Source: an optimization exercise on an open RTL-to-GDS flow (aim: small area and a short achievable clock period). Production flows keep margins and buffers that such runs may drop. Function was checked by simulation only, so behaviour that the tests miss may differ from the original.

main:
Design mas_mul_vedic_32x32, start of the top module:
module mas_mul_vedic_32x32 (
  input               clk,
  input               rstn,
  input        [31:0] in1,
  input        [31:0] in2,
  output logic [63:0] res
);
wire  [63:0] p;
wire  [15:0] eone, etwo, eneg;
logic [15:0] bone, btwo, bneg;    
logic        nb31;                
logic [31:0] na;                  
always_ff @(posedge clk, negedge rstn) begin
  if (!rstn) res <= '0;
  else       res <= p;
end
always_ff @(posedge clk) begin
  na <= ~(in1 & {32{rstn}});
end
always_ff @(posedge clk) begin
  bone <= eone;
  btwo <= etwo;
  bneg <= eneg;
end
always_ff @(posedge clk) begin
  nb31 <= ~in2[31];
end
assign eone[0] = ~(in2[0] ^ 1'b0);
assign etwo[0] = ~((in2[1] & ~in2[0] & ~1'b0) | (~in2[1] & in2[0] & 1'b0));
assign eneg[0] = in2[1];
assign eone[1] = ~(in2[2] ^ in2[1]);
assign etwo[1] = ~((in2[3] & ~in2[2] & ~in2[1]) | (~in2[3] & in2[2] & in2[1]));
assign eneg[1] = in2[3];
assign eone[2] = ~(in2[4] ^ in2[3]);
assign etwo[2] = ~((in2[5] & ~in2[4] & ~in2[3]) | (~in2[5] & in2[4] & in2[3]));
assign eneg[2] = in2[5];
assign eone[3] = ~(in2[6] ^ in2[5]);
assign etwo[3] = ~((in2[7] & ~in2[6] & ~in2[5]) | (~in2[7] & in2[6] & in2[5]));
assign eneg[3] = in2[7];
assign eone[4] = ~(in2[8] ^ in2[7]);
assign etwo[4] = ~((in2[9] & ~in2[8] & ~in2[7]) | (~in2[9] & in2[8] & in2[7]));
assign eneg[4] = in2[9];
assign eone[5] = ~(in2[10] ^ in2[9]);
assign etwo[5] = ~((in2[11] & ~in2[10] & ~in2[9]) | (~in2[11] & in2[10] & in2[9]));
assign eneg[5] = in2[11];
assign eone[6] = ~(in2[12] ^ in2[11]);
assign etwo[6] = ~((in2[13] & ~in2[12] & ~in2[11]) | (~in2[13] & in2[12] & in2[11]));
assign eneg[6] = in2[13];
assign eone[7] = ~(in2[14] ^ in2[13]);
assign etwo[7] = ~((in2[15] & ~in2[14] & ~in2[13]) | (~in2[15] & in2[14] & in2[13]));
assign eneg[7] = in2[15];
assign eone[8] = ~(in2[16] ^ in2[15]);
assign etwo[8] = ~((in2[17] & ~in2[16] & ~in2[15]) | (~in2[17] & in2[16] & in2[15]));
assign eneg[8] = in2[17];
assign eone[9] = ~(in2[18] ^ in2[17]);
assign etwo[9] = ~((in2[19] & ~in2[18] & ~in2[17]) | (~in2[19] & in2[18] & in2[17]));
assign eneg[9] = in2[19];
assign eone[10] = ~(in2[20] ^ in2[19]);
assign etwo[10] = ~((in2[21] & ~in2[20] & ~in2[19]) | (~in2[21] & in2[20] & in2[19]));
assign eneg[10] = in2[21];
assign eone[11] = ~(in2[22] ^ in2[21]);
assign etwo[11] = ~((in2[23] & ~in2[22] & ~in2[21]) | (~in2[23] & in2[22] & in2[21]));
  ...
For scale: roughly 2900 cells after synthesis, roughly 27000 µm² of cells after synthesis.
==> flow/config.mk <==
export PLATFORM = sky130hd
export DESIGN_NAME = mas_mul_vedic_32x32
export DESIGN_NICKNAME = mas_mul_vedic_32x32
export VERILOG_FILES = /design/flow/design.v
export SDC_FILE = /design/flow/constraint.sdc
export NUM_CORES = 4
export LEC_CHECK = 0
export ABC_AREA = 1
export CAP_MARGIN = 60
export CORE_MARGIN = 2
export CORE_UTILIZATION = 55
export CTS_CLUSTER_DIAMETER = 150
export CTS_CLUSTER_SIZE = 36
export SLEW_MARGIN = 60
export SYNTH_HIERARCHICAL = 1
==> flow/constraint.sdc <==
create_clock -name core_clock -period 25.0 [get_ports {clk}]
set_input_delay 5.0000 -clock core_clock [delete_from_list [all_inputs] [get_ports {clk}]]
set_output_delay 5.0000 -clock core_clock [all_outputs]
set_load 0.01 [all_outputs]
standard.sh (not shown) runs the stock make flow with config.mk's settings and CLKGATE_MAP_FILE= SYNTH_SCRIPT=/design/flow/synth_recipe.tcl, a recipe that flattens the netlist after the stock synthesis.
==> flow/flow/run.sh <==
#!/bin/bash
# The standard layout, with plain buffers (not delay cells) on the ports.
export BUFFER_PORTS_ARGS="-buffer_cell sky130_fd_sc_hd__buf_2"
bash standard.sh > standard.log 2>&1
main: PASS, flow complete, no timing, DRC or antenna violations
Setup changes, main to the feature branch
- CTS_CLUSTER_DIAMETER removed (was 150)
- CTS_CLUSTER_SIZE removed (was 36)
- As far as worst setup slack goes, the feature branch and main are indistinguishable; the numbers are identical.
- Between main and the feature branch, the area after synthesis does not differ in any meaningful way.
- Diff the feature branch..main | cell count of the worst reg-to-reg path | unchanged
- Clock-buffer cell count came out exactly the same in main and the feature branch.
- As far as xor/xnor cell area share of the yosys netlist goes, the feature branch and main are indistinguishable; the numbers are identical.
- Diff the feature branch..main | largest driver fanout on the critical path | unchanged
- Re die footprint: no difference whatsoever between main and the feature branch.
- Diff the feature branch..main | final estimated routing congestion in global placement | unchanged
- Clock period minus final worst setup slack: main vs the feature branch, no meaningful difference

== pine ==
mas_mul_vedic_32x32 again, from the RTL that the note above started with.
Settings: LEC_CHECK=0, ABC_AREA=1, CAP_MARGIN=60, CORE_MARGIN=2, CORE_UTILIZATION=40, SLEW_MARGIN=60, SYNTH_HIERARCHICAL=1; clock period 25.0 ns.
Scripts as last shown in full above: flow/flow/run.sh
For birch, these inputs were changed with respect to pine:
# pine
export LEC_CHECK = 0
export ABC_AREA = 1
export CAP_MARGIN = 60
export CORE_MARGIN = 2
export CORE_UTILIZATION = 40
export SLEW_MARGIN = 60
export SYNTH_HIERARCHICAL = 1
create_clock -name core_clock -period 25.0 [get_ports {clk}]
# birch
export LEC_CHECK = 0
export ABC_AREA = 1
export CAP_MARGIN = 60
export CORE_MARGIN = 2
export CORE_UTILIZATION = 45
export SLEW_MARGIN = 60
export SYNTH_HIERARCHICAL = 1
create_clock -name core_clock -period 25.0 [get_ports {clk}]
==> run summary <==
Compared with pine, in birch share of final layout cell area taken by non-clock buffers lower; time the worst path needs with I/O delays and setup increased 0.0057 ns; met1 routed wirelength after detailed routing saw a decrease. Summary of birch over pine: post-route standard cell area excluding fillers now smaller, number of violations reported at the end of detailed-routing iteration 0 went down by 418.

port drivers added, routing unchanged:
How much do the figures lean on ideal ports? The routed layouts below were timed once more, with nothing changed but the port constraints.
Step 1: set_driving_cell puts a clkbuf_16 on clk and a buf_2 on each other input, an assumption about the parent block.
Step 2 moves the port delays by t, midway between the first and last clock arrival at a register: inputs arrive t later, outputs are due t later. That takes back most of the time a late clock gives input paths.
Three values: ideal ports, drivers, drivers and shift; two values: the first two.
| run | t, ns | setup WS [ns] | worst slew at a driven data input, ns |
|---|---|---|---|
| main | 0.562 | 18.944 / 18.909 / 18.944 | 0.07 |
| the feature branch | 0.562 | 18.944 / 18.909 / 18.944 | 0.07 |
| pine | 0.551 | 18.972 / 18.912 / 18.830 | 0.05 |
| birch | 0.557 | 18.966 / 18.905 / 18.826 | 0.06 |
After both steps every run listed still meets setup and hold. The setup slack of pine, which loses most, moves by -0.060 ns with the drivers and by -0.142 ns with both steps.
